What follows belongs to an exercise in optimizing a design on an open flow for small area; a production flow would make more cautious choices. At most, simulation tests tie the RTL to the original design; equivalence was not proved. For runs 3 and 4, only the layout was checked, not whether the RTL still works. No activity file was given, so power comes from the tool's default toggle rates.

### design/flow/design.v
module disp_dec(input logic [2:0] sel, input logic [3:0] hi, input logic [4:0] lo, output logic [7:0] seg);
  wire new_n21, new_n22, new_n23, new_n24, new_n25, new_n26, new_n27, new_n28, new_n29, new_n30, new_n31, new_n32, new_n33, new_n34, new_n35, new_n36, new_n37, new_n38, new_n39, new_n40, new_n41, new_n42, new_n43, new_n44, new_n45, new_n46, new_n47, new_n48, new_n49, new_n50, new_n51, new_n52, new_n53, new_n54, new_n55, new_n56, new_n57, new_n58, new_n59, new_n60, new_n61, new_n62, new_n63, new_n64, new_n65, new_n66, new_n67, new_n68, new_n69, new_n70, new_n71, new_n72, new_n73, new_n74, new_n75, new_n76, new_n77, new_n78, new_n79, new_n80, new_n81, new_n82, new_n83, new_n84, new_n85, new_n86, new_n87, new_n88, new_n89, new_n90, new_n91, new_n92, new_n93, new_n94, new_n95, new_n96, new_n97, new_n98, new_n100, new_n101, new_n102, new_n103, new_n104, new_n105, new_n106, new_n107, new_n108, new_n109, new_n110, new_n111, new_n112, new_n113, new_n114, new_n115, new_n116, new_n117, new_n118, new_n119, new_n120, new_n121, new_n122, new_n123, new_n124, new_n125, new_n126, new_n127, new_n128, new_n129, new_n130, new_n131, new_n132, new_n133, new_n134, new_n135, new_n136, new_n137, new_n138, new_n139, new_n140, new_n141, new_n142, new_n143, new_n144, new_n145, new_n146, new_n147, new_n148, new_n149, new_n150, new_n151, new_n153, new_n154, new_n155, new_n156, new_n157, new_n158, new_n159, new_n160, new_n161, new_n162, new_n163, new_n164, new_n165, new_n166, new_n167, new_n168, new_n169, new_n170, new_n171, new_n172, new_n173, new_n174, new_n175, new_n176, new_n177, new_n178, new_n179, new_n180, new_n181, new_n182, new_n183, new_n184, new_n185, new_n187, new_n188, new_n189, new_n190, new_n191, new_n192, new_n193, new_n194, new_n195, new_n196, new_n197, new_n198, new_n199, new_n200, new_n201, new_n202, new_n203, new_n204, new_n205, new_n206, new_n207, new_n208, new_n210, new_n211, new_n212, new_n213, new_n214, new_n215, new_n216, new_n217, new_n218, new_n219, new_n220, new_n221, new_n222, new_n223, new_n224, new_n225, new_n226, new_n227, new_n228, new_n229, new_n230, new_n231, new_n232, new_n233, new_n234, new_n235, new_n236, new_n237, new_n238, new_n239, new_n240, new_n241, new_n242, new_n244, new_n245, new_n246, new_n247, new_n248, new_n249, new_n250, new_n251, new_n252, new_n253, new_n254, new_n255, new_n256, new_n257, new_n258, new_n259, new_n260, new_n261, new_n262, new_n263, new_n264, new_n266, new_n267, new_n268, new_n269, new_n270, new_n271, new_n272, new_n273, new_n274, new_n275, new_n276, new_n277, new_n278, new_n279, new_n280, new_n281, new_n282, new_n283, new_n284, new_n285, new_n286, new_n287, new_n288, new_n289, new_n290, new_n291, new_n292, new_n293, new_n294, new_n295, new_n296, new_n298, new_n299, new_n300, new_n301, new_n302, new_n303;
  assign new_n21 = ~sel[2] & ~lo[4];
  assign new_n22 = ~lo[2] & new_n21;
  assign new_n23 = ~lo[1] & new_n22;
  assign new_n24 = lo[3] & new_n21;
  assign new_n25 = lo[0] & new_n24;
  assign new_n26 = ~new_n23 & ~new_n25;
  assign new_n27 = ~sel[0] & ~new_n26;
  assign new_n28 = ~sel[2] & ~lo[2];
  assign new_n29 = ~sel[0] & new_n21;
  assign new_n30 = ~new_n28 & ~new_n29;
  assign new_n31 = ~lo[0] & ~lo[1];
  assign new_n32 = ~lo[3] & new_n31;
  assign new_n33 = ~new_n30 & new_n32;
  assign new_n34 = ~sel[2] & lo[4];
  assign new_n35 = ~lo[0] & lo[1];
  assign new_n36 = lo[3] & new_n35;
  assign new_n37 = ~lo[2] & ~new_n36;
  assign new_n38 = ~lo[1] & lo[3];
  assign new_n39 = lo[0] & new_n38;
  assign new_n40 = lo[2] & ~new_n39;
  assign new_n41 = new_n34 & ~new_n37;
  assign new_n42 = ~new_n40 & new_n41;
  assign new_n43 = ~new_n27 & ~new_n33;
  assign new_n44 = ~new_n42 & new_n43;
  assign new_n45 = sel[2] & hi[1];
  assign new_n46 = hi[0] & new_n45;
  assign new_n47 = ~sel[0] & sel[1];
  assign new_n48 = hi[2] & new_n47;
  assign new_n49 = new_n46 & new_n48;
  assign new_n50 = lo[3] & ~new_n31;
  assign new_n51 = sel[0] & ~sel[1];
  assign new_n52 = ~sel[2] & new_n51;
  assign new_n53 = ~new_n50 & new_n52;
  assign new_n54 = ~hi[0] & new_n45;
  assign new_n55 = ~new_n47 & ~new_n51;
  assign new_n56 = new_n54 & new_n55;
  assign new_n57 = ~sel[2] & lo[2];
  assign new_n58 = lo[1] & ~lo[3];
  assign new_n59 = sel[0] & new_n57;
  assign new_n60 = new_n58 & new_n59;
  assign new_n61 = lo[2] & new_n21;
  assign new_n62 = lo[1] & lo[3];
  assign new_n63 = lo[0] & new_n62;
  assign new_n64 = new_n61 & new_n63;
  assign new_n65 = ~sel[0] & ~sel[1];
  assign new_n66 = ~sel[2] & new_n65;
  assign new_n67 = sel[2] & hi[3];
  assign new_n68 = ~new_n21 & ~new_n67;
  assign new_n69 = ~new_n66 & new_n68;
  assign new_n70 = ~new_n64 & ~new_n69;
  assign new_n71 = new_n57 & new_n65;
  assign new_n72 = ~lo[4] & new_n62;
  assign new_n73 = new_n71 & new_n72;
  assign new_n74 = new_n70 & ~new_n73;
  assign new_n75 = lo[0] & new_n58;
  assign new_n76 = ~new_n51 & ~new_n75;
  assign new_n77 = new_n28 & ~new_n76;
  assign new_n78 = ~lo[3] & new_n35;
  assign new_n79 = new_n61 & new_n78;
  assign new_n80 = ~sel[1] & ~hi[2];
  assign new_n81 = new_n45 & new_n80;
  assign new_n82 = sel[2] & ~hi[1];
  assign new_n83 = sel[0] & sel[1];
  assign new_n84 = ~sel[0] & ~hi[2];
  assign new_n85 = sel[1] & ~hi[0];
  assign new_n86 = sel[0] & hi[2];
  assign new_n87 = ~new_n84 & ~new_n85;
  assign new_n88 = ~new_n86 & new_n87;
  assign new_n89 = new_n82 & ~new_n83;
  assign new_n90 = ~new_n88 & new_n89;
  assign new_n91 = ~new_n49 & ~new_n81;
  assign new_n92 = ~new_n53 & ~new_n56;
  assign new_n93 = ~new_n60 & ~new_n79;
  assign new_n94 = new_n92 & new_n93;
  assign new_n95 = ~new_n77 & new_n91;
  assign new_n96 = ~new_n90 & new_n95;
  assign new_n97 = new_n74 & new_n94;
  assign new_n98 = new_n96 & new_n97;
  assign seg[0] = new_n44 & new_n98;
  assign new_n100 = ~hi[2] & new_n67;
  assign new_n101 = hi[1] & new_n100;
  assign new_n102 = hi[2] & new_n67;
  assign new_n103 = ~hi[0] & new_n102;
  assign new_n104 = ~new_n101 & ~new_n103;
  assign new_n105 = new_n83 & ~new_n104;
  assign new_n106 = new_n38 & new_n51;
  assign new_n107 = ~lo[0] & new_n38;
  assign new_n108 = ~sel[1] & new_n107;
  assign new_n109 = ~new_n106 & ~new_n108;
  assign new_n110 = new_n57 & ~new_n109;
  assign new_n111 = lo[0] & new_n23;
  assign new_n112 = ~lo[3] & new_n83;
  assign new_n113 = new_n111 & new_n112;
  assign new_n114 = new_n22 & new_n35;
  assign new_n115 = lo[0] & ~lo[3];
  assign new_n116 = new_n61 & new_n115;
  assign new_n117 = ~new_n114 & ~new_n116;
  assign new_n118 = ~sel[1] & ~new_n117;
  assign new_n119 = new_n85 & new_n101;
  assign new_n120 = ~sel[0] & lo[1];
  assign new_n121 = ~new_n50 & ~new_n120;
  assign new_n122 = ~sel[0] & new_n62;
  assign new_n123 = ~sel[1] & new_n34;
  assign new_n124 = ~new_n122 & new_n123;
  assign new_n125 = ~new_n121 & new_n124;
  assign new_n126 = ~new_n119 & ~new_n125;
  assign new_n127 = new_n36 & new_n52;
  assign new_n128 = new_n34 & new_n65;
  assign new_n129 = ~lo[2] & new_n128;
  assign new_n130 = hi[1] & new_n65;
  assign new_n131 = new_n102 & new_n130;
  assign new_n132 = hi[0] & new_n67;
  assign new_n133 = sel[1] & ~hi[1];
  assign new_n134 = sel[0] & ~hi[2];
  assign new_n135 = new_n133 & ~new_n134;
  assign new_n136 = new_n132 & new_n135;
  assign new_n137 = new_n22 & new_n78;
  assign new_n138 = sel[0] & new_n137;
  assign new_n139 = new_n36 & new_n47;
  assign new_n140 = lo[1] & new_n112;
  assign new_n141 = ~new_n139 & ~new_n140;
  assign new_n142 = new_n61 & ~new_n141;
  assign new_n143 = ~new_n127 & ~new_n129;
  assign new_n144 = ~new_n131 & ~new_n136;
  assign new_n145 = new_n143 & new_n144;
  assign new_n146 = ~new_n138 & new_n145;
  assign new_n147 = ~new_n105 & ~new_n110;
  assign new_n148 = ~new_n113 & ~new_n118;
  assign new_n149 = new_n126 & ~new_n142;
  assign new_n150 = new_n148 & new_n149;
  assign new_n151 = new_n146 & new_n147;
  assign seg[1] = ~new_n150 | ~new_n151;
  assign new_n153 = lo[0] & ~lo[2];
  assign new_n154 = new_n34 & ~new_n153;
  assign new_n155 = ~new_n103 & ~new_n154;
  assign new_n156 = new_n65 & ~new_n155;
  assign new_n157 = new_n21 & ~new_n141;
  assign new_n158 = sel[1] & ~lo[0];
  assign new_n159 = new_n61 & new_n158;
  assign new_n160 = lo[2] & new_n34;
  assign new_n161 = ~sel[1] & new_n160;
  assign new_n162 = ~new_n159 & ~new_n161;
  assign new_n163 = lo[3] & ~new_n162;
  assign new_n164 = ~hi[1] & new_n100;
  assign new_n165 = new_n38 & new_n61;
  assign new_n166 = ~new_n164 & ~new_n165;
  assign new_n167 = sel[0] & ~new_n166;
  assign new_n168 = ~new_n65 & new_n137;
  assign new_n169 = lo[0] & ~new_n38;
  assign new_n170 = new_n21 & new_n83;
  assign new_n171 = new_n169 & new_n170;
  assign new_n172 = ~new_n127 & ~new_n171;
  assign new_n173 = ~lo[2] & ~new_n172;
  assign new_n174 = ~new_n55 & new_n116;
  assign new_n175 = hi[0] & new_n133;
  assign new_n176 = hi[2] & new_n83;
  assign new_n177 = ~new_n175 & ~new_n176;
  assign new_n178 = new_n67 & ~new_n177;
  assign new_n179 = ~new_n168 & ~new_n174;
  assign new_n180 = ~new_n178 & new_n179;
  assign new_n181 = new_n126 & ~new_n156;
  assign new_n182 = ~new_n157 & ~new_n163;
  assign new_n183 = ~new_n167 & ~new_n173;
  assign new_n184 = new_n182 & new_n183;
  assign new_n185 = new_n180 & new_n181;
  assign seg[2] = ~new_n184 | ~new_n185;
  assign new_n187 = ~new_n65 & ~new_n84;
  assign new_n188 = ~hi[0] & ~new_n187;
  assign new_n189 = ~new_n176 & ~new_n188;
  assign new_n190 = new_n82 & ~new_n189;
  assign new_n191 = ~sel[0] & new_n57;
  assign new_n192 = new_n78 & new_n191;
  assign new_n193 = ~sel[1] & new_n21;
  assign new_n194 = sel[2] & ~hi[2];
  assign new_n195 = new_n65 & new_n194;
  assign new_n196 = ~sel[0] & ~new_n75;
  assign new_n197 = sel[0] & ~new_n35;
  assign new_n198 = new_n28 & ~new_n197;
  assign new_n199 = ~new_n196 & new_n198;
  assign new_n200 = new_n46 & ~new_n86;
  assign new_n201 = new_n55 & new_n200;
  assign new_n202 = ~new_n193 & ~new_n195;
  assign new_n203 = ~new_n192 & new_n202;
  assign new_n204 = new_n70 & new_n203;
  assign new_n205 = ~new_n111 & ~new_n199;
  assign new_n206 = ~new_n201 & new_n205;
  assign new_n207 = ~new_n190 & new_n204;
  assign new_n208 = new_n206 & new_n207;
  assign seg[3] = new_n44 & new_n208;
  assign new_n210 = ~new_n47 & new_n114;
  assign new_n211 = ~hi[1] & new_n102;
  assign new_n212 = ~sel[1] & ~hi[0];
  assign new_n213 = sel[0] & ~new_n212;
  assign new_n214 = ~new_n65 & new_n67;
  assign new_n215 = ~new_n213 & new_n214;
  assign new_n216 = ~lo[4] & new_n127;
  assign new_n217 = lo[2] & new_n38;
  assign new_n218 = lo[0] & ~new_n58;
  assign new_n219 = new_n128 & new_n218;
  assign new_n220 = ~new_n217 & new_n219;
  assign new_n221 = hi[0] & new_n102;
  assign new_n222 = ~sel[1] & new_n221;
  assign new_n223 = new_n22 & new_n83;
  assign new_n224 = lo[3] & new_n223;
  assign new_n225 = ~new_n71 & ~new_n170;
  assign new_n226 = new_n115 & ~new_n225;
  assign new_n227 = new_n104 & ~new_n116;
  assign new_n228 = sel[0] & ~new_n227;
  assign new_n229 = new_n39 & new_n47;
  assign new_n230 = ~new_n47 & new_n107;
  assign new_n231 = ~new_n106 & ~new_n112;
  assign new_n232 = ~new_n229 & new_n231;
  assign new_n233 = ~new_n230 & new_n232;
  assign new_n234 = new_n61 & ~new_n233;
  assign new_n235 = ~new_n211 & ~new_n215;
  assign new_n236 = ~new_n210 & new_n235;
  assign new_n237 = ~new_n216 & ~new_n220;
  assign new_n238 = ~new_n222 & ~new_n224;
  assign new_n239 = ~new_n226 & new_n238;
  assign new_n240 = new_n236 & new_n237;
  assign new_n241 = new_n239 & new_n240;
  assign new_n242 = ~new_n228 & ~new_n234;
  assign seg[4] = ~new_n241 | ~new_n242;
  assign new_n244 = ~new_n25 & ~new_n194;
  assign new_n245 = new_n65 & ~new_n244;
  assign new_n246 = new_n21 & ~new_n83;
  assign new_n247 = ~new_n35 & new_n246;
  assign new_n248 = new_n34 & ~new_n38;
  assign new_n249 = ~new_n58 & new_n248;
  assign new_n250 = ~new_n247 & ~new_n249;
  assign new_n251 = ~lo[2] & ~new_n250;
  assign new_n252 = new_n54 & new_n176;
  assign new_n253 = ~new_n28 & ~new_n246;
  assign new_n254 = new_n32 & ~new_n253;
  assign new_n255 = new_n57 & new_n140;
  assign new_n256 = new_n107 & new_n160;
  assign new_n257 = ~new_n34 & ~new_n57;
  assign new_n258 = new_n78 & ~new_n257;
  assign new_n259 = ~new_n252 & ~new_n256;
  assign new_n260 = ~new_n258 & new_n259;
  assign new_n261 = ~new_n254 & ~new_n255;
  assign new_n262 = new_n260 & new_n261;
  assign new_n263 = new_n74 & ~new_n245;
  assign new_n264 = ~new_n251 & new_n263;
  assign seg[5] = new_n262 & new_n264;
  assign new_n266 = hi[1] & new_n51;
  assign new_n267 = new_n103 & ~new_n266;
  assign new_n268 = lo[2] & ~new_n58;
  assign new_n269 = ~new_n169 & ~new_n268;
  assign new_n270 = new_n128 & ~new_n269;
  assign new_n271 = ~new_n39 & ~new_n58;
  assign new_n272 = new_n170 & ~new_n271;
  assign new_n273 = ~new_n83 & new_n116;
  assign new_n274 = new_n61 & ~new_n83;
  assign new_n275 = ~new_n128 & ~new_n274;
  assign new_n276 = new_n107 & ~new_n275;
  assign new_n277 = new_n28 & new_n65;
  assign new_n278 = new_n78 & new_n277;
  assign new_n279 = sel[1] & new_n35;
  assign new_n280 = new_n24 & new_n279;
  assign new_n281 = hi[1] & new_n47;
  assign new_n282 = new_n132 & new_n281;
  assign new_n283 = new_n164 & new_n213;
  assign new_n284 = ~new_n133 & new_n221;
  assign new_n285 = ~new_n38 & ~new_n115;
  assign new_n286 = new_n223 & ~new_n285;
  assign new_n287 = ~new_n114 & ~new_n278;
  assign new_n288 = ~new_n280 & ~new_n282;
  assign new_n289 = new_n287 & new_n288;
  assign new_n290 = ~new_n267 & ~new_n270;
  assign new_n291 = ~new_n272 & ~new_n273;
  assign new_n292 = ~new_n283 & ~new_n284;
  assign new_n293 = ~new_n286 & new_n292;
  assign new_n294 = new_n290 & new_n291;
  assign new_n295 = ~new_n276 & new_n289;
  assign new_n296 = new_n294 & new_n295;
  assign seg[6] = ~new_n293 | ~new_n296;
  assign new_n298 = ~lo[2] & new_n31;
  assign new_n299 = lo[3] & ~new_n298;
  assign new_n300 = sel[0] & ~new_n299;
  assign new_n301 = ~sel[1] & ~new_n300;
  assign new_n302 = new_n34 & ~new_n301;
  assign new_n303 = new_n65 & new_n100;
  assign seg[7] = new_n302 | new_n303;
endmodule
module sequencer(
    input  logic CLK100MHZ,
    input  logic rst,
    input  logic BTNU, BTND, BTNL, BTNR, BTNC, CPU_RESETN,
    input  logic SW15,SW14,SW13,SW12,SW11,SW10,SW9,SW8,SW7,SW6,SW5,SW4,SW3,SW2,SW1,SW0,
    output logic [15:0] LED,
    output logic LED16_R,
    output logic LED17_R, LED17_G, LED17_B,
    output logic [7:0] AN,
    output logic DP,CG,CF,CE,CD,CC,CB,CA,
    output logic AUD_PWM,
    output logic AUD_SD
);
localparam logic PLAY = 1'b0, STOP = 1'b1;
localparam logic [1:0] STEP = 2'd0, SETTING_NAME = 2'd1, SETTING_VALUE = 2'd2;
localparam logic [2:0] SIGNAL = 3'd0, NOTE = 3'd5;
localparam logic[7:0] A_SSEG = 8'h77, B_SSEG = 8'h7C, C_SSEG = 8'h39, D_SSEG = 8'h5E,
                      E_SSEG = 8'h79, F_SSEG = 8'h71, G_SSEG = 8'h3D, H_SSEG = 8'h76,
                      I_SSEG = 8'h30, K_SSEG = 8'h75, N_SSEG = 8'h37, L_SSEG = 8'h38,
                      O_SSEG = 8'h3F, P_SSEG = 8'h73, Q_SSEG = 8'h6F, R_SSEG = 8'h33,
                      S_SSEG = 8'h6D, T_SSEG = 8'h78, U_SSEG = 8'h3E, V_SSEG = 8'h3E,
                      Y_SSEG = 8'h6E, DP_SSEG = 8'h80;
localparam logic[7:0] ZERO_SSEG = 8'h3F, ONE_SSEG = 8'h06, TWO_SSEG = 8'h5B, THREE_SSEG = 8'h4F,
                      FOUR_SSEG = 8'h66, FIVE_SSEG = 8'h6D, SIX_SSEG = 8'h7D, SEVEN_SSEG = 8'h07,
                      EIGHT_SSEG = 8'h7F, NINE_SSEG = 8'h6F;
logic meta, reset;
always_ff @(posedge CLK100MHZ) begin
  meta  <= rst;
  reset <= rst | meta;
end
logic [7:0] refresh;
wire [7:0] refreshInc;
ha_chain #(8) u_refresh(.a(refresh), .ci(1'b1), .s(refreshInc), .co());
always_ff @(posedge CLK100MHZ)
  if (rst) refresh <= 8'd0;
  else     refresh <= refreshInc;
wire tick0 = (refresh[3:0] == 4'd0);    
wire tick9 = (refresh[3:0] == 4'd9);    
wire [5:0] btn_in = {CPU_RESETN, BTNC, BTNR, BTNL, BTND, BTNU};
logic [5:0] db;
logic [1:0] wcnt [0:5];
logic [5:0] dn;
logic [5:0] pulse;
genvar gb;
generate
  for (gb = 0; gb < 6; gb = gb + 1) begin : g_btn
    wire d  = (btn_in[gb] ^ db[gb]) & ~rst;
    wire c1 = wcnt[gb][1];
    wire c0 = wcnt[gb][0];
    always_ff @(posedge CLK100MHZ) begin
      wcnt[gb][1] <= d & (c1 ^ (tick0 & c0));
      wcnt[gb][0] <= d & (~(c1 | c0) | (c0 ^ tick0));
      db[gb]      <= ~rst & (db[gb] ^ (d & tick0 & c1 & c0));
    end
    always_ff @(posedge CLK100MHZ)
      if (tick0) dn[gb] <= ~db[gb];
    assign pulse[gb] = db[gb] & dn[gb] & tick9;
  end
endgenerate
wire UP = pulse[0], DOWN = pulse[1], LEFT = pulse[2], RIGHT = pulse[3];
wire CENTER = pulse[4], RESET = pulse[5];
logic playState, playStateNext;
always_ff @(posedge CLK100MHZ) begin
  if (rst) begin
    playState     <= STOP;
    playStateNext <= STOP;
    LED16_R       <= 1'b1;
  end
  else begin
    playState <= RESET ? STOP : playStateNext;
    if (CENTER) playStateNext <= ~playState;
    LED16_R <= playState;
  end
end
wire playing = (playState == PLAY);
localparam logic [11:0] TEMPO_LAST = 12'd105;     
localparam logic [12:0] BLINK_LAST = 13'd5664;    
logic [11:0] tempoCnt;
logic [12:0] blinkCnt;
wire tempoTick  = (tempoCnt == TEMPO_LAST);
wire blinkTick  = (blinkCnt == BLINK_LAST);
always_ff @(posedge CLK100MHZ) begin
  if (reset || tempoTick) tempoCnt <= 12'd0;
  else tempoCnt <= {tempoCnt[10:0], ~(tempoCnt[11] ^ tempoCnt[5] ^ tempoCnt[3] ^ tempoCnt[0])};
  if (reset || blinkTick) blinkCnt <= 13'd0;
  else blinkCnt <= {blinkCnt[11:0], ~(blinkCnt[12] ^ blinkCnt[2])};
end
logic [3:0] audioStepState;
wire [3:0] audioStepInc;
ha_chain #(4) u_astep(.a(audioStepState), .ci(tempoTick & playing), .s(audioStepInc), .co());
always_ff @(posedge CLK100MHZ)
  if (rst) audioStepState <= 4'd0;
  else     audioStepState <= audioStepInc;
logic [3:0] menuStepState;
logic [2:0] menuHorizontalState;
logic [1:0] menuVerticalState;
logic [15:0] sigArr;      
wire inValue = (menuVerticalState == SETTING_VALUE);
logic [4:0] curNote;      
wire noteWr = inValue && (menuHorizontalState == NOTE) && (LEFT ^ RIGHT);
wire [4:0] noteT = curNote ^ {5{~RIGHT}};
wire [4:0] noteU;
ha_chain #(5) u_note(.a(noteT), .ci(1'b1), .s(noteU), .co());
wire [4:0] noteNew = noteU ^ {5{~RIGHT}};
wire inStep = (menuVerticalState == STEP);
wire stepDec = inStep & LEFT;
wire [3:0] stepT = menuStepState ^ {4{stepDec}};
wire [3:0] stepU;
ha_chain #(4) u_step(.a(stepT), .ci(inStep & (LEFT | RIGHT)), .s(stepU), .co());
wire [3:0] stepNext = stepU ^ {4{stepDec}};
wire sigTgl = inValue && (menuHorizontalState == SIGNAL) && (UP ^ DOWN);
function automatic logic [2:0] hNext(input logic [2:0] h);
  if (h == 3'd2)      hNext = 3'd4;
  else if (h == 3'd4) hNext = 3'd6;
  else if (h == 3'd6) hNext = 3'd1;
  else if (h == 3'd1) hNext = 3'd3;
  else if (h == 3'd3) hNext = 3'd0;
  else if (h == 3'd0) hNext = 3'd5;
  else                hNext = 3'd2;
endfunction
function automatic logic [2:0] hPrev(input logic [2:0] h);
  if (h == 3'd4)      hPrev = 3'd2;
  else if (h == 3'd6) hPrev = 3'd4;
  else if (h == 3'd1) hPrev = 3'd6;
  else if (h == 3'd3) hPrev = 3'd1;
  else if (h == 3'd0) hPrev = 3'd3;
  else if (h == 3'd5) hPrev = 3'd0;
  else                hPrev = 3'd5;
endfunction
always_ff @(posedge CLK100MHZ) begin
  if (rst) begin
    menuStepState       <= 4'd0;
    menuHorizontalState <= NOTE;
    menuVerticalState   <= STEP;
  end
  else begin
    menuStepState <= stepNext;
    case (menuVerticalState)
      STEP: begin
        if (DOWN) menuVerticalState <= SETTING_NAME;
      end
      SETTING_NAME: begin
        if (DOWN)    menuVerticalState <= SETTING_VALUE;
        else if (UP) menuVerticalState <= STEP;
        if (RIGHT)     menuHorizontalState <= hNext(menuHorizontalState);
        else if (LEFT) menuHorizontalState <= hPrev(menuHorizontalState);
      end
      default: begin
        if (UP) menuVerticalState <= SETTING_NAME;
      end
    endcase
  end
end
genvar gs;
generate
  for (gs = 0; gs < 16; gs = gs + 1) begin : g_step
    always_ff @(posedge CLK100MHZ)
      if (rst) sigArr[gs] <= gs[0];
      else if (sigTgl && (4'd15 - menuStepState) == gs) sigArr[gs] <= ~sigArr[gs];
  end
endgenerate
logic [4:0] ring [0:15];
logic curNoteValid;
logic ringClr;
logic [4:0] audNote;
wire [3:0] ringStep = refresh[3:0];
wire hitM = (ringStep == menuStepState);
wire hitA = (ringStep == audioStepState);
wire [4:0] ringOut = ringClr ? 5'd3 : ring[0];
wire ownM = hitM & curNoteValid;
wire [4:0] ringIn = ownM ? (noteWr ? noteNew : curNote) : ringOut;
wire stepMove = inStep & (LEFT | RIGHT);
always_ff @(posedge CLK100MHZ) begin
  for (int k = 0; k < 15; k = k + 1) ring[k] <= ring[k+1];
  ring[15] <= ringIn;
end
always_ff @(posedge CLK100MHZ) begin
  if (rst) begin
    ringClr      <= 1'b1;
    curNote      <= 5'd3;
    curNoteValid <= 1'b1;
    audNote      <= 5'd3;
  end
  else begin
    if (ringStep == 4'd15) ringClr <= 1'b0;
    if (noteWr) curNote <= noteNew;
    else if (hitM & ~curNoteValid) curNote <= ringOut;
    if (stepMove) curNoteValid <= 1'b0;
    else if (hitM) curNoteValid <= 1'b1;
    if (hitA) audNote <= ringIn;
    else if (noteWr && menuStepState == audioStepState) audNote <= noteNew;
  end
end
logic [3:0] dispHi;
logic [4:0] dispLo;
always_ff @(posedge CLK100MHZ) begin
  if (rst) begin
    dispHi <= 4'd0;
    dispLo <= 5'd0;
  end
  else begin
    case (menuVerticalState)
      STEP: begin
        dispHi <= 4'd15;
        dispLo <= {1'b1, menuStepState};
      end
      SETTING_NAME: begin
        dispHi <= {1'b1, menuHorizontalState};
        dispLo <= 5'd0;
      end
      default: begin
        if (menuHorizontalState == NOTE) begin
          if (curNote < 5'd12) dispLo <= curNote + 5'd1;
        end
        else if (menuHorizontalState == SIGNAL)
          dispLo <= sigArr[menuStepState] ? 5'd14 : 5'd13;
      end
    endcase
  end
end
logic [2:0] sel;
logic [7:0] seg;
assign sel = refresh[7:5];
disp_dec u_dec(.sel(sel), .hi(dispHi), .lo(dispLo), .seg(seg));
assign AN = ~(8'd1 << sel);
assign {DP,CG,CF,CE,CD,CC,CB,CA} = ~seg;
always_ff @(posedge CLK100MHZ)
  LED <= {SW15,SW14,SW13,SW12,SW11,SW10,SW9,SW8,SW7,SW6,SW5,SW4,SW3,SW2,SW1,SW0};
always_ff @(posedge CLK100MHZ) begin
  if (rst) begin
    LED17_R <= 1'b0;
    LED17_G <= 1'b0;
    LED17_B <= 1'b0;
  end
  else if (blinkTick) begin
    if (playing) begin
      LED17_R <= ~LED17_G;
      LED17_G <= ~LED17_B;
      LED17_B <= LED17_G;
    end
    else begin
      LED17_R <= 1'b0;
      LED17_G <= 1'b0;
      LED17_B <= 1'b0;
    end
  end
end
function automatic logic [18:0] fccwOf(input logic [3:0] c);
  fccwOf = 19'd0;
  if (c == 4'd0) fccwOf = 19'd4724;
  else if (c == 4'd1) fccwOf = 19'd5005;
  else if (c == 4'd2) fccwOf = 19'd5303;
  else if (c == 4'd3) fccwOf = 19'd5618;
  else if (c == 4'd4) fccwOf = 19'd5952;
  else if (c == 4'd5) fccwOf = 19'd6306;
  else if (c == 4'd6) fccwOf = 19'd6681;
  else if (c == 4'd7) fccwOf = 19'd7079;
  else if (c == 4'd8) fccwOf = 19'd7500;
  else if (c == 4'd9) fccwOf = 19'd7946;
  else if (c == 4'd10) fccwOf = 19'd8418;
  else if (c == 4'd11) fccwOf = 19'd8919;
  else if (c == 4'd15) fccwOf = 19'd514724;
endfunction
logic [3:0] fcode;       
always_ff @(posedge CLK100MHZ)
  if (rst) fcode <= 4'd14;
  else if (tempoTick)
    fcode <= LED[4'd15 - audioStepState] ? ((audNote < 5'd12) ? audNote[3:0] : 4'd12) : 4'd15;
wire soundOn = ~(fcode[3] & fcode[2] & fcode[1]);
logic [18:0] phaseLo;
logic [10:0] phaseHi;
logic [3:0] phaseCy;
wire [18:0] phaseLoSum;
wire [10:0] phaseHiSum;
wire phaseLoCo;
fa_chain #(19) u_phlo(.a(phaseLo), .b(fccwOf(fcode)), .ci(1'b0), .s(phaseLoSum), .co(phaseLoCo));
ha_chain #(11) u_phhi(.a(phaseHi), .ci(phaseCy[3]), .s(phaseHiSum), .co());
always_ff @(posedge CLK100MHZ) begin
  if (reset) begin
    phaseLo <= 19'd0;
    phaseCy <= 4'd0;
    phaseHi <= 11'd0;
  end
  else begin
    phaseLo <= phaseLoSum;
    phaseCy <= {phaseCy[2:0], phaseLoCo};
    phaseHi <= phaseHiSum;
  end
end
logic [2:0] sigDly, enDly;
always_ff @(posedge CLK100MHZ) begin
  sigDly <= {sigDly[1:0], sigArr[audioStepState]};
  enDly  <= {enDly[1] , enDly[0] & ~reset, soundOn & playing};
end
function automatic logic [14:0] qsin(input logic [5:0] j);
  case (j)
    6'd0: qsin = 15'd0;
    6'd1: qsin = 15'd706;
    6'd2: qsin = 15'd1413;
    6'd3: qsin = 15'd2119;
    6'd4: qsin = 15'd2823;
    6'd5: qsin = 15'd3525;
    6'd6: qsin = 15'd4225;
    6'd7: qsin = 15'd4923;
    6'd8: qsin = 15'd5618;
    6'd9: qsin = 15'd6310;
    6'd10: qsin = 15'd6997;
    6'd11: qsin = 15'd7681;
    6'd12: qsin = 15'd8360;
    6'd13: qsin = 15'd9034;
    6'd14: qsin = 15'd9702;
    6'd15: qsin = 15'd10364;
    6'd16: qsin = 15'd11021;
    6'd17: qsin = 15'd11670;
    6'd18: qsin = 15'd12313;
    6'd19: qsin = 15'd12948;
    6'd20: qsin = 15'd13576;
    6'd21: qsin = 15'd14195;
    6'd22: qsin = 15'd14806;
    6'd23: qsin = 15'd15408;
    6'd24: qsin = 15'd16000;
    6'd25: qsin = 15'd16583;
    6'd26: qsin = 15'd17156;
    6'd27: qsin = 15'd17718;
    6'd28: qsin = 15'd18270;
    6'd29: qsin = 15'd18811;
    6'd30: qsin = 15'd19341;
    6'd31: qsin = 15'd19858;
    6'd32: qsin = 15'd20364;
    6'd33: qsin = 15'd20858;
    6'd34: qsin = 15'd21338;
    6'd35: qsin = 15'd21807;
    6'd36: qsin = 15'd22262;
    6'd37: qsin = 15'd22704;
    6'd38: qsin = 15'd23132;
    6'd39: qsin = 15'd23546;
    6'd40: qsin = 15'd23946;
    6'd41: qsin = 15'd24331;
    6'd42: qsin = 15'd24702;
    6'd43: qsin = 15'd25058;
    6'd44: qsin = 15'd25399;
    6'd45: qsin = 15'd25724;
    6'd46: qsin = 15'd26034;
    6'd47: qsin = 15'd26329;
    6'd48: qsin = 15'd26608;
    6'd49: qsin = 15'd26869;
    6'd50: qsin = 15'd27116;
    6'd51: qsin = 15'd27346;
    6'd52: qsin = 15'd27559;
    6'd53: qsin = 15'd27756;
    6'd54: qsin = 15'd27936;
    6'd55: qsin = 15'd28100;
    6'd56: qsin = 15'd28246;
    6'd57: qsin = 15'd28376;
    6'd58: qsin = 15'd28487;
    6'd59: qsin = 15'd28583;
    6'd60: qsin = 15'd28661;
    6'd61: qsin = 15'd28721;
    6'd62: qsin = 15'd28765;
    6'd63: qsin = 15'd28791;
    default: qsin = 15'd0;
  endcase
endfunction
localparam logic [14:0] QPEAK = 15'd28799;
wire [7:0] addr = phaseHi[10:3];
wire [5:0] qidx = addr[6] ? (6'd0 - addr[5:0]) : addr[5:0];
wire qpeak = addr[6] & (addr[5:0] == 6'd0);
wire [14:0] mag = sigDly[2] ? 15'd4394 : (qpeak ? QPEAK : qsin(qidx));
wire zeroPt = ~sigDly[2] & (addr == 8'd128);
wire en = enDly[2] & ~zeroPt;
wire [15:0] dacIn = {~(en & addr[7]), en ? (mag ^ {15{addr[7]}}) : 15'd0};
logic [16:0] acc;
wire [15:0] accSum;
wire accCo;
fa_chain #(16) u_acc(.a(acc[15:0]), .b(dacIn), .ci(1'b0), .s(accSum), .co(accCo));
always_ff @(posedge CLK100MHZ)
  if (reset) acc <= 17'd0;
  else       acc <= {accCo, accSum};
assign AUD_PWM = acc[16];
assign AUD_SD  = 1'b1;
endmodule
module ha_chain #(parameter W = 8) (
  input  logic [W-1:0] a,
  input  logic ci,
  output logic [W-1:0] s,
  output logic co
);
  logic [W:0] c;
  assign c[0] = ci;
  genvar i;
  generate
    for (i = 0; i < W; i = i + 1) begin : g
      assign s[i]   = a[i] ^ c[i];
      assign c[i+1] = a[i] & c[i];
    end
  endgenerate
  assign co = c[W];
endmodule
module fa_chain #(parameter W = 8) (
  input  logic [W-1:0] a,
  input  logic [W-1:0] b,
  input  logic ci,
  output logic [W-1:0] s,
  output logic co
);
  logic [W:0] c;
  assign c[0] = ci;
  genvar i;
  generate
    for (i = 0; i < W; i = i + 1) begin : g
      assign s[i]   = a[i] ^ b[i] ^ c[i];
      assign c[i+1] = (a[i] & b[i]) | (c[i] & (a[i] ^ b[i]));
    end
  endgenerate
  assign co = c[W];
endmodule
### design/flow/standard.sh
#!/bin/bash
# synth_recipe.tcl (not shown) runs the flow's synth.tcl, then flattens the netlist and writes it again
# the make line also repeats each setting of config.mk as NAME=value (left out here)
make -C /OpenROAD-flow-scripts/flow DESIGN_CONFIG=/design/flow/config.mk WORK_HOME=/design/flow/orfs CLKGATE_MAP_FILE= SYNTH_SCRIPT=/design/flow/synth_recipe.tcl "${@:-finish}"
### design/flow/config.mk
export PLATFORM = sky130hd
export DESIGN_NAME = sequencer
export DESIGN_NICKNAME = sequencer
export VERILOG_FILES = /design/flow/design.v
export SDC_FILE = /design/flow/constraint.sdc
export NUM_CORES = 4
export LEC_CHECK = 0
export ABC_AREA = 1
export CAP_MARGIN = 20
export CORE_AREA = 8 8 157 157
export DIE_AREA = 0 0 165 165
export SLEW_MARGIN = 20
### design/flow/flow/run.sh
#!/bin/bash
# Own layout flow: the standard flow (standard.sh: the standard synthesis script and ORFS's
# make targets) with three changes:
# - ABC maps the combinational logic for area (resyn2 twice, &deepsyn, &dch -f, &nf) instead of ORFS's
#   area script (dch; map -B 0.9; buffer).  It runs after the flip-flops are mapped, so the registers,
#   their names and cells are the standard synthesis's.
# - the port buffers are sky130_fd_sc_hd__buf_1 (buffer_ports would pick a larger cell);
# - clock tree synthesis uses the standard arguments, clkbuf_4 buffers, clusters of at most
#   8 sinks, and no dummy loads.
# Every tool's output goes to the ORFS logs under orfs/logs and to make_finish.log here.
set -euo pipefail
work=$(pwd)
rm -rf "$work/scripts_local"
cp -r "$FLOW_HOME/scripts" "$work/scripts_local"
cat > "$work/scripts_local/abc_area.script" <<'ABC'
strash
balance; rewrite; refactor; balance; rewrite; rewrite -z; balance; refactor -z; rewrite -z; balance
balance; rewrite; refactor; balance; rewrite; rewrite -z; balance; refactor -z; rewrite -z; balance
&get -n
&deepsyn -T 30
&dch -f
&nf -R 1000
&put
topo
ABC
bash standard.sh \
  "SCRIPTS_DIR=$work/scripts_local" \
  "BUFFER_PORTS_ARGS=-buffer_cell sky130_fd_sc_hd__buf_1" \
  "CTS_ARGS=-sink_clustering_enable -repair_clock_nets -dont_use_dummy_load -sink_clustering_size 8 -sink_clustering_max_diameter 40 -buf_list sky130_fd_sc_hd__clkbuf_4" \
  finish > make_finish.log 2>&1
### design/flow/constraint.sdc
create_clock -name core_clock -period 10.0 [get_ports {CLK100MHZ}]
set_input_delay 2.0000 -clock core_clock [delete_from_list [all_inputs] [get_ports {CLK100MHZ}]]
set_output_delay 2.0000 -clock core_clock [all_outputs]
set_load 0.01 [all_outputs]
==> metrics.md, run 1 <==
| Metric | Value |
|---|---|
| Run status | `timing/DRC/antenna clean` |
| Max cap viols | `0` |
| Critical path type | `reg2reg` |
| Gate power share | `5.1%` |
| Maximum vdd drop | `0.106 mV` |
| Slowest cell delay on critical path | `a little over 0.5 ns` |
| Initial Util | `between 50 and 60%` |
| Post-synth cell types | `between 60 and 70` |
| # setup viols final | `0` |
| Most used cell, CP | `fa_1` |
| Final Max Slew Viols | `0` |
| Area after DPL | `12,600 um^2` |
| GRT overflow | `0` |
| Global-route wire length before repair | `46,600 um` |
| Hpwl dp | `just over 20,000 um` |
| Ys async rst share | `0%` |
| Die X | `roughly 170 um` |
| Clk pin slew, worst setup/hold paths | `0.09 ns` |
| Core Region | `21,800 um^2` |
| Internal power | `between 1 and 1.5 mW` |
| Initial detailed-routing violation count | `approximately 840` |
| Fin crit share | `about 94%` |
| CP max stage cell | `nor2_1` |
| CTS tree | `built` |
| Worst endpoint required time | `~11 ns` |
| # H-tree levels | `2` |
| Hold path depth | `0` |
| Worst reg2reg startpoint | `phaseHi[3]` |
| Synth Area in Compound Gates | `15.9%` |
| Hold wc startpoint | `ring[7][3]` |
| Clock buffer depth | `3` |
| Max frequency | `106 MHz` |
| Initial antenna violation count | `2` |
| R2r setup slk | `approximately 0.56 ns` |
| Pin count of the biggest net entering global routing | `around 70` |
| Final WL | `28,200 um` |
| Net Switching | `approximately 0.4 mW` |
| Top_reg_cell synth | `dfxtp_1` |
| Drt drc | `0` |
| Simple-Gate Fraction of Synth Area | `20.4%` |
| Clock sink count | `272` |
| Arrival time worst endpoint | `9.93 ns` |
| Multi-input logic area | `6110 um^2` |
| Die area | `27,200 um^2` |
| Leakage Power | `4.70 nW` |
| Pwr dens | `about 130 nW/um^2` |
| Startpoint types | `flop` |
| Cts bufs inserted | `42` |
| DR vias | `a little under 10,000` |
| Setup_tns | `0 ns` |
| Post-synthesis sequential area ratio | `a little under half` |
| Xor/xnor share of the synthesized area | `3.69%` |
| I/O Buffers | `60` |
| PnR Total Power | `roughly 1.7 mW` |
| Drt first pass iters | `5` |
| Cells on worst reg2reg path | `30` |
| Power share of the sequential group | `between 60% and 70%` |
| Setup skew after layout | `0.106 ns` |
| Placement Rows | `54` |
| CTS Hold Bufs | `0` |
| Crit end category | `flop` |
| WHS | `about 0.29 ns` |
| RD Place Congestion | `just under 1` |
| Via/cell ratio | `just under 6` |
| Switch share | `between 20% and 30%` |
| Final nets | `around 1,500` |
| Post-Syn Nets | `roughly 1,400` |
| Hold Fails Final Rpt | `0` |
| Setup repair after global routing missed its margin | `no` |
| Clock Tree Root | `clkbuf_4` |
| Worst Hold Endpoint | `ring[6][3]` |
| Post-synthesis mux area share | `less than 1%` |
| Ports | `62` |
| Adder-Cell Fraction of Synth Area | `between 10% and 20%` |
| Register area | `5510 um^2` |
| Reg2reg end | `acc[15]` |
| Main combinational cell family by area after synthesis | `simple AND/OR/NAND/NOR gates` |
| Seq cells post-synth | `between 200 and 300` |
| Layout cell share with drive strength beyond 1 | `under 10%` |
| ANT nets after route | `0` |
| Ys Warns | `3` |
| Worst Path Max Fanout | `10` |
| Chip height | `165 um` |
| Netlist Area Pre-Place | `11,900 um^2` |
| Headroom to the max-slew limit | `45.7%` |
| Slew @ Worst Pin | `a little over 0.8 ns` |
| Synth-to-layout area growth | `9.08%` |
| Hold WC Path Type | `reg2reg` |
| Final Instance Area | `~13,000 um^2` |
| Post-synth EDFFs | `6` |
| Clock power share | `30.3%` |
| Total GRT Usage | `approximately 21%` |
| Tmin final | `~9.4 ns` |
| Fill count | `approximately 1,900` |
| Later-pin clock latency in the skew report | `approximately 0.64 ns` |
| Post-synthesis cell count | `between 1,000 and 1,500` |
| DR WL/cell | `roughly 17 um` |
| Mean Syn Cell Area | `9.19 um^2` |
| Vias in the first global route | `around 9,500` |
[state kept, by name (all words and copies together) (netlist names), 5 cells and up]
register  flops
LED          16
curNote       5
phaseLo      19
db            6
dispLo        5
sigArr       16
audNote       5
dn            6
refresh       8
acc          17
tempoCnt     12
phaseHi      11
blinkCnt     13
ring         80
wcnt         12
[cell usage in the layout, fill, tap and decap left out, types with 8 or more instances in the layout]
| cell | count |
|---|---|
| a211oi_1 | 13 |
| a21oi_1 | 89 |
| a31oi_1 | 19 |
| and2_0 | 19 |
| buf_1 | 59 |
| buf_4 | 21 |
| clkbuf_4 | 42 |
| clkinv_1 | 71 |
| dfxtp_1 | 265 |
| fa_1 | 33 |
| ha_1 | 49 |
| nand2_1 | 108 |
| nand2b_1 | 17 |
| nand3_1 | 47 |
| nand4_1 | 11 |
| nor2_1 | 169 |
| nor2b_1 | 69 |
| nor3_1 | 44 |
| nor4_1 | 8 |
| o211ai_1 | 10 |
| o21ai_0 | 63 |
| o221ai_1 | 8 |
| o22ai_1 | 18 |
| o31ai_1 | 11 |
| xnor2_1 | 37 |
| xor2_1 | 12 |
[layer usage]
| layer | global-route usage (%) | wire length, um |
|---|---|---|
| met5 | 0 | 11 |
| met4 | 8.93 | 916 |
| met3 | 4.06 | 2010 |
| met2 | 34.3 | 13200 |
| met1 | 26.1 | 12100 |
[critical path, delay by kind of cell (launching register included)]
family / cells / cell delay (ns)
and+or+nand+nor: 4 / 0.85
buffers and inverters: 5 / 0.83
AOI/OAI and AO/OA: 4 / 0.62
adders and majority gates: 17 / 6.61
DFF: 1 / 0.39
[cell usage after synthesis, drive strengths merged, types with 5 or more instances]
cell	instances	area share [%]
o31ai	11	0.70
nor2	169	5.3
nand2b	17	0.90
a222oi	7	0.59
a211oi	13	0.82
nand2	108	3.4
o221ai	8	0.59
clkinv	71	2.2
ha	49	5.2
mux2i	7	0.59
fa	33	5.6
and2	19	1.0
nor3	44	1.9
a31oi	19	1.0
or2	5	0.26
xor2	12	0.89
a32oi	7	0.52
nor2b	69	3.6
o22ai	18	0.95
dfxtp	266	45
nand3	47	2.0
nand4	11	0.58
a21oi	89	3.8
o211ai	10	0.63
xnor2	38	2.8
edfxtp	6	1.5
nor4	8	0.42
o21ai	63	2.7
a221o	6	0.51
[area by class of cell]
class                      count  area share (%)
antenna                        1          0.0193
clock buffer                  42            2.43
inverter                      71            2.06
multi-input combinational    948            47.2
sequential                   272            42.5
tap                          280            2.70
timing repair buffer          82            3.12
[per-stage QoR]
stage / util [%] / worst slack, ns / cells
after floorplan: - / 0.0784 / 1292
final: 59.4 / 0.563 / 1696
after detailed placement: 57.9 / 0.557 / 1653
after CTS: 59.3 / 0.552 / 1695
after global routing: 59.4 / 0.0134 / 1696
after global placement: 57.9 / 0.644 / 1653
[worst max-delay path by stage]
stage / to / startpoint / slack [ns]
floorplan: acc[15] / phaseHi[3] / 0.08
global placement: acc[15] / phaseHi[3] / 0.64
detailed placement: acc[15] / phaseHi[3] / 0.56
CTS: acc[15] / phaseHi[3] / 0.55
global route: acc[15] / phaseHi[3] / 0.01
finish: acc[15] / phaseHi[3] / 0.56
[power groups by stage]
stage          combinational [mW]  clock (mW)  sequential, mW
2_1_floorplan              0.0562           0            1.14
3_3_place_gp               0.0865           0            1.14
3_5_place_dp               0.0881           0            1.14
4_1_cts                    0.0884       0.549            1.12
5_1_grt                    0.0988       0.590            1.12
6_report                   0.0882       0.524            1.12
[cells by family after synthesis]
family / Yosys count
AO/OA/AOI/OAI: 294
AND/OR/NAND/NOR: 514
other: 1
XOR/XNOR: 50
buffers and inverters: 72
multiplexers: 7
flip-flops: 272
adder cells (fa/ha/maj): 82
[what timing repair did]
item / in CTS / in global routing
buffers inserted: 0 / 0
resized for setup: 0 / 0
endpoints found under the setup margin: 0 / 1
==> run 2, diff against run 1 <==
--- a/design/flow/flow/run.sh
+++ b/design/flow/flow/run.sh
@@ -22,6 +22,9 @@
 &nf -R 1000
 &put
 topo
+stime -c
+upsize -c
+dnsize -c
 ABC
 bash standard.sh \
   "SCRIPTS_DIR=$work/scripts_local" \
==> run 2 against run 1 <==
- register-to-register slack gained 0.03 ns
- flip-flop and latch count is the same
- maximum frequency grew 0.28%
- largest cell class unchanged
==> metrics.md, run 2 <==
| Metric | Value |
|---|---|
| Run status | `timing/DRC/antenna clean` |
| Initial antenna violation count | `1` |
| Headroom to the max-slew limit | `around 33%` |
| Post-synth cell types | `72` |
| Pwr dens | `roughly 130 nW/um^2` |
| Chip height | `about 170 um` |
| # setup viols final | `0` |
| Seq cells post-synth | `272` |
| Pin count of the biggest net entering global routing | `70` |
| Total GRT Usage | `between 20% and 30%` |
| Critical path type | `reg2reg` |
| Cell with the most instances after synthesis | `dfxtp_1` |
| Hold WC Path Type | `reg2reg` |
| Later-pin clock latency in the skew report | `between 0.6 and 0.7 ns` |
| Final nets | `1,527` |
| Vias in the first global route | `between 9,000 and 10,000` |
| Hold Fails Final Rpt | `0` |
| Synth-to-layout area growth | `9.19%` |
| Final Max Slew Viols | `0` |
| Reg with most FFs | `ring` |
| Slowest cell delay on critical path | `roughly 0.44 ns` |
| Cts bufs inserted | `42` |
| DR vias | `slightly below 10,000` |
| Core Region | `21,800 um^2` |
| Drt first pass iters | `6` |
| Crit end category | `flop` |
| Maximum vdd drop | `about 0.11 mV` |
| Synth top area share | `~44%` |
| Mean Syn Cell Area | `between 9 and 10 um^2` |
| Final WL | `~28,000 um` |
| Clock buffer depth | `3` |
| Max reg flops | `80` |
| Placement Rows | `54` |
| Worst Path Max Fanout | `8` |
| WHS | `0.295 ns` |
| Hold path depth | `0` |
| Layout cell share with drive strength beyond 1 | `slightly below 6%` |
| Leakage Power | `about 4.7 nW` |
| Post-synthesis cell count | `about 1,300` |
| Worst endpoint required time | `10.48 ns` |
| DR WL/cell | `16.6 um` |
| Die X | `between 150 and 200 um` |
| I/O Buffers | `60` |
| GRT overflow | `0` |
| Clock sink count | `272` |
| Synth area leader | `dfxtp_1` |
| Max cap viols | `0` |
| Max frequency | `between 100 and 150 MHz` |
| Slew @ Worst Pin | `approximately 1.0 ns` |
| Clock Tree Root | `clkbuf_4` |
| Die area | `roughly 27,000 um^2` |
| Clk pin slew, worst setup/hold paths | `roughly 0.080 ns` |
| Most frequent cells in the layout | `dfxtp_1, nor2_1, nand2_1` |
| Startpoint types | `flop` |
| CTS Hold Bufs | `0` |
| Post-synthesis sequential area ratio | `a little under half` |
| CP max stage cell | `dfxtp_1` |
| Post-synth EDFFs | `6` |
| Post-Syn Nets | `1,398` |
| Met2 global-route usage | `34.2%` |
| Setup_tns | `0 ns` |
| Ys Warns | `3` |
| Most Crowded Layer GR | `met2` |
| Drt drc | `0` |
| Setup repair after global routing missed its margin | `no` |
| # H-tree levels | `2` |
| Hpwl dp | `between 20,000 and 25,000 um` |
| Top_reg_cell synth | `dfxtp_1` |
| Ports | `62` |
| Leading cell type in the layout, fill and taps excluded | `dfxtp_1` |
| Top cells by count, synth | `dfxtp_1, nor2_1, nand2_1, a21oi_1, clkinv_1` |
| Cells on worst reg2reg path | `31` |
| Ys async rst share | `0%` |
| Tmin final | `~9.4 ns` |
| Most used cell, CP | `fa_1` |
| Setup skew after layout | `just over 0.06 ns` |
| ANT nets after route | `0` |
| CTS tree | `built` |
| Met3 usage | `roughly 3.7%` |
| Netlist Area Pre-Place | `between 10,000 and 15,000 um^2` |
| Leading post-synthesis cells by cell area | `dfxtp_1, fa_1, nor2_1, ha_1, a21oi_1` |
| Biggest regs | `ring (80), phaseLo (19), acc (17)` |
| Initial Util | `between 50% and 60%` |
| Global-route wire length before repair | `roughly 47,000 um` |
| Fill count | `just under 2,000` |
| Arrival time worst endpoint | `between 9 and 10 ns` |
| Initial detailed-routing violation count | `687` |
| PnR Total Power | `between 1.5 and 2 mW` |
| Fin crit share | `between 90% and 100%` |
| Via/cell ratio | `between 5 and 6` |
| Met1 Use GR | `approximately 27%` |
| RD Place Congestion | `approximately 0.9` |
run 2: cell types whose count changed after synthesis, sizes merged:
cell / previous run / this run
bufinv: 0 / 1
clkinv: 71 / 69
inv: 0 / 1
run 2: critical path, delay by kind of cell, from the launching register on:
| family | cells | cell delay (ns) |
|---|---|---|
| AND/OR/NAND/NOR | 4 | 0.69 |
| flip-flops | 1 | 0.44 |
| XOR/XNOR | 1 | 0.28 |
| adder cells (fa/ha/maj) | 17 | 6.47 |
| buffers and inverters | 4 | 0.54 |
| AO/OA/AOI/OAI | 5 | 0.81 |
run 2: what timing repair did:
item,4_1_cts,5_1_grt
resized for setup,0,4
endpoints found under the hold margin,0,0
endpoints found under the setup margin,0,1
buffers inserted,0,5
run 2: worst paths after layout:
kind / start / endpoint / slack (ns)
max: phaseHi[4] / acc[15] / 0.59
min reg2reg: ring[14][4] / ring[13][4] / 0.30
max reg2reg: phaseHi[4] / acc[15] / 0.59
min: ring[14][4] / ring[13][4] / 0.30
run 2: kinds of logic after synthesis:
| logic type | share of synthesized area [%] |
|---|---|
| simple gates | 20.3 |
| buf+inv | 2.51 |
| flops | 46.0 |
| fa+ha+maj | 10.6 |
| mux | 0.585 |
| compound gates | 15.8 |
| other cells | 0.0313 |
| xor+xnor | 4.09 |
run 2: report_power, final:
group          switching [mW]  leakage (nW)  internal [mW]
clock network           0.339         0.193          0.193
registers              0.0183          2.20           1.10
logic                  0.0545          2.35         0.0360
run 2: area by class of cell:
cell class	count	area (um^2)	share of cell area [%]
multi-input combinational	948	6190	47.3
sequential	272	5510	42.1
timing repair buffer	86	422	3.22
tap	280	350	2.68
clock buffer	42	315	2.41
inverter	71	297	2.27
antenna	1	2.50	0.0191
run 2: routing by layer:
metal  vias up  routed length, um
met5         -                  0
met4         0               1120
met3        85               1770
met2       360              13300
met1      4622              12000
li1       4819                  -
run 2: stage by stage:
stage | utilization [%] | cells | cell area, um^2 | setup WS [ns]
after floorplan | - | 1292 | 12000 | 0.241
after global placement | 58.2 | 1652 | 12700 | 0.508
after detailed placement | 58.2 | 1652 | 12700 | 0.390
after CTS | 59.7 | 1694 | 13000 | 0.387
after global routing | 59.9 | 1700 | 13100 | 0.0438
final | 59.9 | 1700 | 13100 | 0.590
==> run 3, diff against run 2 <==
--- a/design/flow/design.v
+++ b/design/flow/design.v
@@ -381,7 +381,6 @@
 logic [3:0] menuStepState;
 logic [2:0] menuHorizontalState;
 logic [1:0] menuVerticalState;
-logic [15:0] sigArr;      
 wire inValue = (menuVerticalState == SETTING_VALUE);
 logic [4:0] curNote;      
 wire noteWr = inValue && (menuHorizontalState == NOTE) && (LEFT ^ RIGHT);
@@ -438,15 +437,8 @@
     endcase
   end
 end
-genvar gs;
-generate
-  for (gs = 0; gs < 16; gs = gs + 1) begin : g_step
-    always_ff @(posedge CLK100MHZ)
-      if (rst) sigArr[gs] <= gs[0];
-      else if (sigTgl && (4'd15 - menuStepState) == gs) sigArr[gs] <= ~sigArr[gs];
-  end
-endgenerate
 logic [4:0] ring [0:15];
+logic [15:0] sring;       
 logic curNoteValid;
 logic ringClr;
 logic [4:0] audNote;
@@ -460,6 +452,40 @@
 always_ff @(posedge CLK100MHZ) begin
   for (int k = 0; k < 15; k = k + 1) ring[k] <= ring[k+1];
   ring[15] <= ringIn;
+  sring <= {sIn, sring[15:1]};
+end
+logic sigW, sigWValid, sigM, sigA, sigN, hitAq;
+wire [3:0] stepW = ~menuStepState;                  
+wire hitW = (ringStep == stepW);
+wire sOut = ringClr ? ringStep[0] : sring[0];       
+wire ownW = hitW & sigWValid;
+wire sigWNext = sigW ^ sigTgl;
+wire sIn = ownW ? sigWNext : sOut;
+wire [3:0] audioStepP1;
+ha_chain #(4) u_astep1(.a(audioStepState), .ci(1'b1), .s(audioStepP1), .co());
+wire tglA = sigTgl & (stepW == audioStepState);
+wire tglN = sigTgl & (stepW == audioStepP1);
+wire stepAdvance = tempoTick & playing;
+always_ff @(posedge CLK100MHZ) begin
+  hitAq <= hitA;           
+  if (rst) begin
+    sigW      <= 1'b1;     
+    sigWValid <= 1'b1;
+    sigM      <= 1'b0;     
+    sigA      <= 1'b0;     
+    sigN      <= 1'b1;     
+  end
+  else begin
+    if (sigTgl) sigW <= sigWNext;
+    else if (hitW & ~sigWValid) sigW <= sOut;
+    if (stepMove) sigWValid <= 1'b0;
+    else if (hitW) sigWValid <= 1'b1;
+    if (hitM) sigM <= sOut;
+    if (stepAdvance) sigA <= sigN ^ tglN;
+    else sigA <= sigA ^ tglA;
+    if (hitAq) sigN <= sIn;
+    else sigN <= sigN ^ tglN;
+  end
 end
 always_ff @(posedge CLK100MHZ) begin
   if (rst) begin
@@ -500,7 +526,7 @@
           if (curNote < 5'd12) dispLo <= curNote + 5'd1;
         end
         else if (menuHorizontalState == SIGNAL)
-          dispLo <= sigArr[menuStepState] ? 5'd14 : 5'd13;
+          dispLo <= sigM ? 5'd14 : 5'd13;
       end
     endcase
   end
@@ -576,7 +602,7 @@
 end
 logic [2:0] sigDly, enDly;
 always_ff @(posedge CLK100MHZ) begin
-  sigDly <= {sigDly[1:0], sigArr[audioStepState]};
+  sigDly <= {sigDly[1:0], sigA};
   enDly  <= {enDly[1] , enDly[0] & ~reset, soundOn & playing};
 end
 function automatic logic [14:0] qsin(input logic [5:0] j);
==> run 3 against run 2 <==
- die area unchanged
- area after synthesis down 1.3%
- total power up 1.7%
- setup slack got worse by 0.030 ns
- utilization decreased by 0.22 points
- critical path type unchanged
==> metrics.md, run 3 <==
| Metric | Value |
|---|---|
| Mean Syn Cell Area | `9.77 um^2` |
| Global-route wire length before repair | `approximately 45,000 um` |
| Layout cell share with drive strength beyond 1 | `approximately 8.3%` |
| Post-synth cell types | `~80` |
| Setup repair after global routing missed its margin | `no` |
| Setup skew after layout | `approximately 0.060 ns` |
| Arrival time worst endpoint | `between 9 and 10 ns` |
| Top cells by count, synth | `dfxtp_1, nor2_1, nand2_1, a21oi_1, clkinv_1` |
| Clock buffer depth | `3` |
| Cts bufs inserted | `43` |
| Leading cell type in the layout, fill and taps excluded | `dfxtp_1` |
| Hold WC Path Type | `reg2reg` |
| Final nets | `1,459` |
| Synth Area in Compound Gates | `between 10% and 20%` |
| GRT overflow | `0` |
| Max cap viols | `0` |
| Simple-Gate Fraction of Synth Area | `18.6%` |
| Tmin final | `about 9.4 ns` |
| Chip height | `~170 um` |
| Leading post-synthesis cells by cell area | `dfxtp_1, fa_1, ha_1, nor2_1, nand2_1` |
| Setup_tns | `0 ns` |
| Area after DPL | `between 10,000 and 15,000 um^2` |
| Drt first pass iters | `5` |
| DR WL/cell | `approximately 16 um` |
| Post-synthesis mux area share | `just over 2%` |
| Ys async rst share | `0%` |
| Cell with the most instances after synthesis | `dfxtp_1` |
| Net Switching | `a little over 0.4 mW` |
| Switch share | `23.1%` |
| Startpoint types | `flop` |
| Setup Fix Bufs, Post-CTS | `0` |
| Synth area leader | `dfxtp_1` |
| Netlist Area Pre-Place | `11,800 um^2` |
| Worst endpoint required time | `around 10 ns` |
| Initial detailed-routing violation count | `604` |
| CTS tree | `built` |
| Fin crit share | `94.4%` |
| Post-Syn Nets | `1,318` |
| Max frequency | `approximately 110 MHz` |
| Ports | `62` |
| CTS Hold Bufs | `0` |
| Main combinational cell family by area after synthesis | `simple AND/OR/NAND/NOR gates` |
| Slowest cell delay on critical path | `between 0.4 and 0.5 ns` |
| # H-tree levels | `2` |
| Initial Util | `approximately 54%` |
| DR vias | `9,168` |
| Leakage Power | `just under 5 nW` |
| Internal power | `approximately 1.4 mW` |
| Maximum vdd drop | `0.154 mV` |
| Run status | `timing/DRC/antenna clean` |
| Clock power share | `around 30%` |
| ANT nets after route | `0` |
| Synth top area share | `46.0%` |
| Ys Warns | `3` |
| Most used cell, CP | `fa_1` |
| Top_reg_cell synth | `dfxtp_1` |
| Pin count of the biggest net entering global routing | `72` |
| Drt drc | `0` |
| Xor/xnor share of the synthesized area | `approximately 4.4%` |
| Post-synthesis sequential area ratio | `between 40 and 50%` |
| RD Place Congestion | `0.965` |
| Initial antenna violation count | `1` |
| Later-pin clock latency in the skew report | `0.64 ns` |
| Clock sink count | `~280` |
| Crit end category | `flop` |
| Power share of the sequential group | `65.0%` |
| # setup viols final | `0` |
| Pre-CTS WS | `around 0.32 ns` |
| Synth-to-layout area growth | `10.2%` |
| Clk pin slew, worst setup/hold paths | `about 0.08 ns` |
| Critical path type | `reg2reg` |
| Vias in the first global route | `around 8,800` |
| Final Instance Area | `13,000 um^2` |
| Final WS setup | `between 0.5 and 0.6 ns` |
| Headroom to the max-slew limit | `between 40 and 50%` |
| I/O Buffers | `60` |
| Die X | `around 170 um` |
| PnR Total Power | `between 1.5 and 2 mW` |
| Total GRT Usage | `between 20% and 30%` |
| Post-synthesis cell count | `approximately 1,200` |
| Placement Rows | `54` |
| Die area | `27,200 um^2` |
| Pwr dens | `136 nW/um^2` |
| Reg with most FFs | `ring` |
| Post-synth EDFFs | `6` |
| Seq cells post-synth | `278` |
| Hpwl dp | `roughly 20,000 um` |
| Biggest regs | `ring (80), phaseLo (19), acc (17)` |
| Core Region | `around 22,000 um^2` |
| Final WL | `~27,000 um` |
| Hold Fails Final Rpt | `0` |
| Worst Path Max Fanout | `9` |
| Fill count | `approximately 1,900` |
| Via/cell ratio | `between 5 and 6` |
| Clock Tree Root | `clkbuf_4` |
| Adder-Cell Fraction of Synth Area | `between 10% and 20%` |
| CP max stage cell | `fa_1` |
| Final Max Slew Viols | `0` |
| Gate power share | `between 4 and 5%` |
| Slew @ Worst Pin | `around 0.86 ns` |
| Most frequent cells in the layout | `dfxtp_1, nor2_1, nand2_1` |
| Max reg flops | `80` |
run 3: kinds of logic (layout without fill, tap and decap cells):
family | after synthesis | after routing
buffers and inverters | 69 | 208
adder cells (fa/ha/maj) | 84 | 84
AO/OA/AOI/OAI | 247 | 247
multiplexers | 19 | 19
flip-flops | 278 | 278
AND/OR/NAND/NOR | 459 | 459
XOR/XNOR | 53 | 53
other | 1 | 2
run 3: worst paths after layout:
kind | from | to | slack, ns | cells after the start
hold / removal | ring[4][1] | ring[3][1] | 0.28 | 0
setup reg to reg | phaseHi[4] | acc[15] | 0.56 | 35
hold reg to reg | ring[4][1] | ring[3][1] | 0.28 | 0
setup / recovery | phaseHi[4] | acc[15] | 0.56 | 35
run 3: power groups by stage:
| stage | logic (mW) | registers, mW | clock network [mW] |
|---|---|---|---|
| 2_1_floorplan | 0.0528 | 1.17 | 0 |
| 3_3_place_gp | 0.0811 | 1.17 | 0 |
| 3_5_place_dp | 0.0821 | 1.17 | 0 |
| 4_1_cts | 0.0827 | 1.15 | 0.570 |
| 5_1_grt | 0.0948 | 1.15 | 0.618 |
| 6_report | 0.0826 | 1.15 | 0.537 |
run 3: final cells by class:
cell class                 count  area (um^2)  share of cell area, %
timing repair buffer          97          517                   3.97
sequential                   278         5630                   43.2
inverter                      68          255                   1.96
clock buffer                  43          323                   2.48
multi-input combinational    863         5960                   45.7
antenna                        1         2.50                 0.0192
tap                          280          350                   2.69
run 3: timing repair:
action / 4_1_cts / 5_1_grt
endpoints found under the setup margin: 0 / 1
gates resized for setup: 0 / 3
hold endpoints to repair: 0 / 0
run 3: worst max-delay path, delay by kind of cell (launching register included):
family / cells / cell delay (ns)
DFF: 1 / 0.31
AOI/OAI and AO/OA: 10 / 1.43
xor gates and xnor gates: 1 / 0.29
adders and majority gates: 16 / 6.39
and+or+nand+nor: 3 / 0.44
buffers and inverters: 5 / 0.47
run 3: per-stage QoR:
stage	utilization (%)	std cells	hold slack (ns)
floorplan	-	1210	0.310
global placement	58.2	1586	0.310
detailed placement	58.2	1586	0.312
CTS	59.6	1629	0.289
global route	59.7	1630	0.296
finish	59.7	1630	0.284
run 3: routing by layer:
layer | wire, um | share of wire, % | global-route usage (%)
met1 | 12500 | 47 | 28.9
met5 | 0 | 0 | 0
met3 | 2110 | 7.9 | 4.14
met2 | 11500 | 43 | 29.4
met4 | 746 | 2.8 | 7.53
==> run 4, diff against run 3 <==
--- a/design/flow/flow/run.sh
+++ b/design/flow/flow/run.sh
@@ -22,9 +22,6 @@
 &nf -R 1000
 &put
 topo
-stime -c
-upsize -c
-dnsize -c
 ABC
 bash standard.sh \
   "SCRIPTS_DIR=$work/scripts_local" \
==> run 4 against run 3 <==
- critical path type unchanged
- cell count grew 0.80%
- critical path depth is the same
- combinational power hardly changed
- critical endpoint unchanged
- still clean
- sequential power hardly changed
- total power down 0.18%
- utilization shrank 0.33 points
==> metrics.md, run 4 <==
| Metric | Value |
|---|---|
| Run status | `timing/DRC/antenna clean` |
| Initial antenna violation count | `1` |
| Cell with the most instances after synthesis | `dfxtp_1` |
| Placement Rows | `54` |
| WHS | `0.298 ns` |
| Maximum vdd drop | `0.136 mV` |
| Die area | `around 27,000 um^2` |
| Total GRT Usage | `between 20% and 30%` |
| Post-Syn Nets | `1,318` |
| Synth-to-layout area growth | `11.3%` |
| Clock Tree Root | `clkbuf_4` |
| Final Max Slew Viols | `0` |
| Crit end category | `flop` |
| ANT nets after route | `0` |
| Startpoint types | `flop` |
| Die X | `165 um` |
| Post-synthesis sequential area ratio | `about half` |
| Drt drc | `0` |
| Met3 routed WL | `roughly 1900 um` |
| Top_reg_cell synth | `dfxtp_1` |
| Max cap viols | `0` |
| RD Place Congestion | `about 0.96` |
| Synth area leader | `dfxtp_1` |
| Final nets | `1,471` |
| Seq cells post-synth | `around 280` |
| Pwr dens | `approximately 140 nW/um^2` |
| Pre-CTS WS | `approximately 0.22 ns` |
| Netlist Area Pre-Place | `around 12,000 um^2` |
| I/O Buffers | `60` |
| Top cells by count, synth | `dfxtp_1, nor2_1, nand2_1, a21oi_1, clkinv_1` |
| Setup skew after layout | `0.103 ns` |
| Global-route wire length before repair | `roughly 45,000 um` |
| Uppermost routed layer | `met4` |
| Post-Layout Cell Count | `1,643` |
| Final WL | `roughly 27,000 um` |
| Utilization after layout | `roughly 60%` |
| Leakage Power | `4.82 nW` |
| Later-pin clock latency in the skew report | `between 0.6 and 0.7 ns` |
| Clk pin slew, worst setup/hold paths | `about 0.09 ns` |
| Leading cell type in the layout, fill and taps excluded | `dfxtp_1` |
| Post-synth cell types | `62` |
| Cts bufs inserted | `43` |
| Area after DPL | `12,600 um^2` |
| Drt first pass iters | `7` |
| Biggest regs | `ring (80), phaseLo (19), acc (17)` |
| PnR Total Power | `~1.8 mW` |
| Critical path type | `reg2reg` |
| GRT overflow | `0` |
| Via/cell ratio | `around 5.6` |
| CTS tree | `built` |
| Final Instance Area | `between 10,000 and 15,000 um^2` |
| Hold WC Path Type | `reg2reg` |
| Hold Fails Final Rpt | `0` |
| Core Region | `~22,000 um^2` |
| Routed wl met2 | `between 10,000 and 15,000 um` |
| Max reg flops | `80` |
| Worst endpoint required time | `around 10 ns` |
| Chip height | `165 um` |
| Slowest cell delay on critical path | `about 0.43 ns` |
| Tmin final | `9.40 ns` |
| Max frequency | `between 100 and 150 MHz` |
| Slew @ Worst Pin | `roughly 0.79 ns` |
| Fin crit share | `94.0%` |
| Vias in the first global route | `about 8,900` |
| Clock buffer depth | `3` |
| DR vias | `roughly 9,200` |
| Synth top area share | `46.7%` |
| R2r setup slk | `just over 0.6 ns` |
| Pin count of the biggest net entering global routing | `roughly 70` |
| Wl on met1 | `~13,000 um` |
| Most used cell, CP | `fa_1` |
-- run 4: cell types whose count changed in the layout (fill, tap and decap cells not counted), moves of 2 or more --
cell	delta
buf_4	+13
o21ai_0	+3
xnor2_1	+3
clkinv_1	+2
inv_2	-2
nand2_1	+2
nand2_4	-2
nor2_1	+2
o21ai_4	-2
o31ai_1	+2
xnor2_2	-2
-- run 4: kinds of logic (layout without fill, tap and decap cells) --
kind of cell    Yosys count  after routing  synth area share [%]
xor+xnor                 53             53                  3.98
buf+inv                  69            220                  2.26
mux                      19             19                  2.09
other cells               1              3                0.0322
fa+ha+maj                84             84                  11.1
compound gates          247            247                  13.6
flops                   278            278                  48.3
simple gates            459            459                  18.6
-- run 4: worst max-delay path, delay by kind of cell, from the launching register on --
kind	cells	cell delay (ns)
buffers and inverters	3	0.23
xor gates and xnor gates	1	0.26
DFF	1	0.34
and+or+nand+nor	4	0.42
AOI/OAI and AO/OA	11	1.83
adders and majority gates	16	6.23
-- run 4: layer usage --
metal	up-vias	GRT usage, %
li1	4552	-
met1	4273	28.6
met2	294	29.8
met3	66	3.96
met4	0	8.23
met5	-	0
-- run 4: area by class of cell --
cell class	instances	area [um^2]
repair buffers	109	594
flip-flops and latches	278	5630
fillers	1936	8860
inverters	68	255
clock buffers	43	323
diodes	2	5.00
well taps	280	350
multi-input cells	863	5810
-- run 4: what timing repair did --
item	CTS	global route
hold buffers	0	0
setup endpoints to repair	0	2
gates resized for setup	0	8
setup buffers	0	2
-- run 4: power by group --
part / internal, mW / switching, mW / total, mW
sequential: 1.13 / 0.0184 / 1.15
combinational: 0.0329 / 0.0497 / 0.0826
clock: 0.197 / 0.337 / 0.535
total: 1.36 / 0.406 / 1.77
-- run 4: worst paths after layout --
check,to,cells after the start,from
min reg2reg,ring[10][1],0,ring[11][1]
max,acc[15],35,phaseHi[4]
max reg2reg,acc[15],35,phaseHi[4]
min,ring[10][1],0,ring[11][1]

Setup slack of run 4, layout unchanged: 0.603 ns with ideal ports, 0.603 ns with driving cells assumed (clock clkbuf_16, inputs buf_2), 0.603 ns with port delays also shifted by the 0.652 ns mid clock arrival.
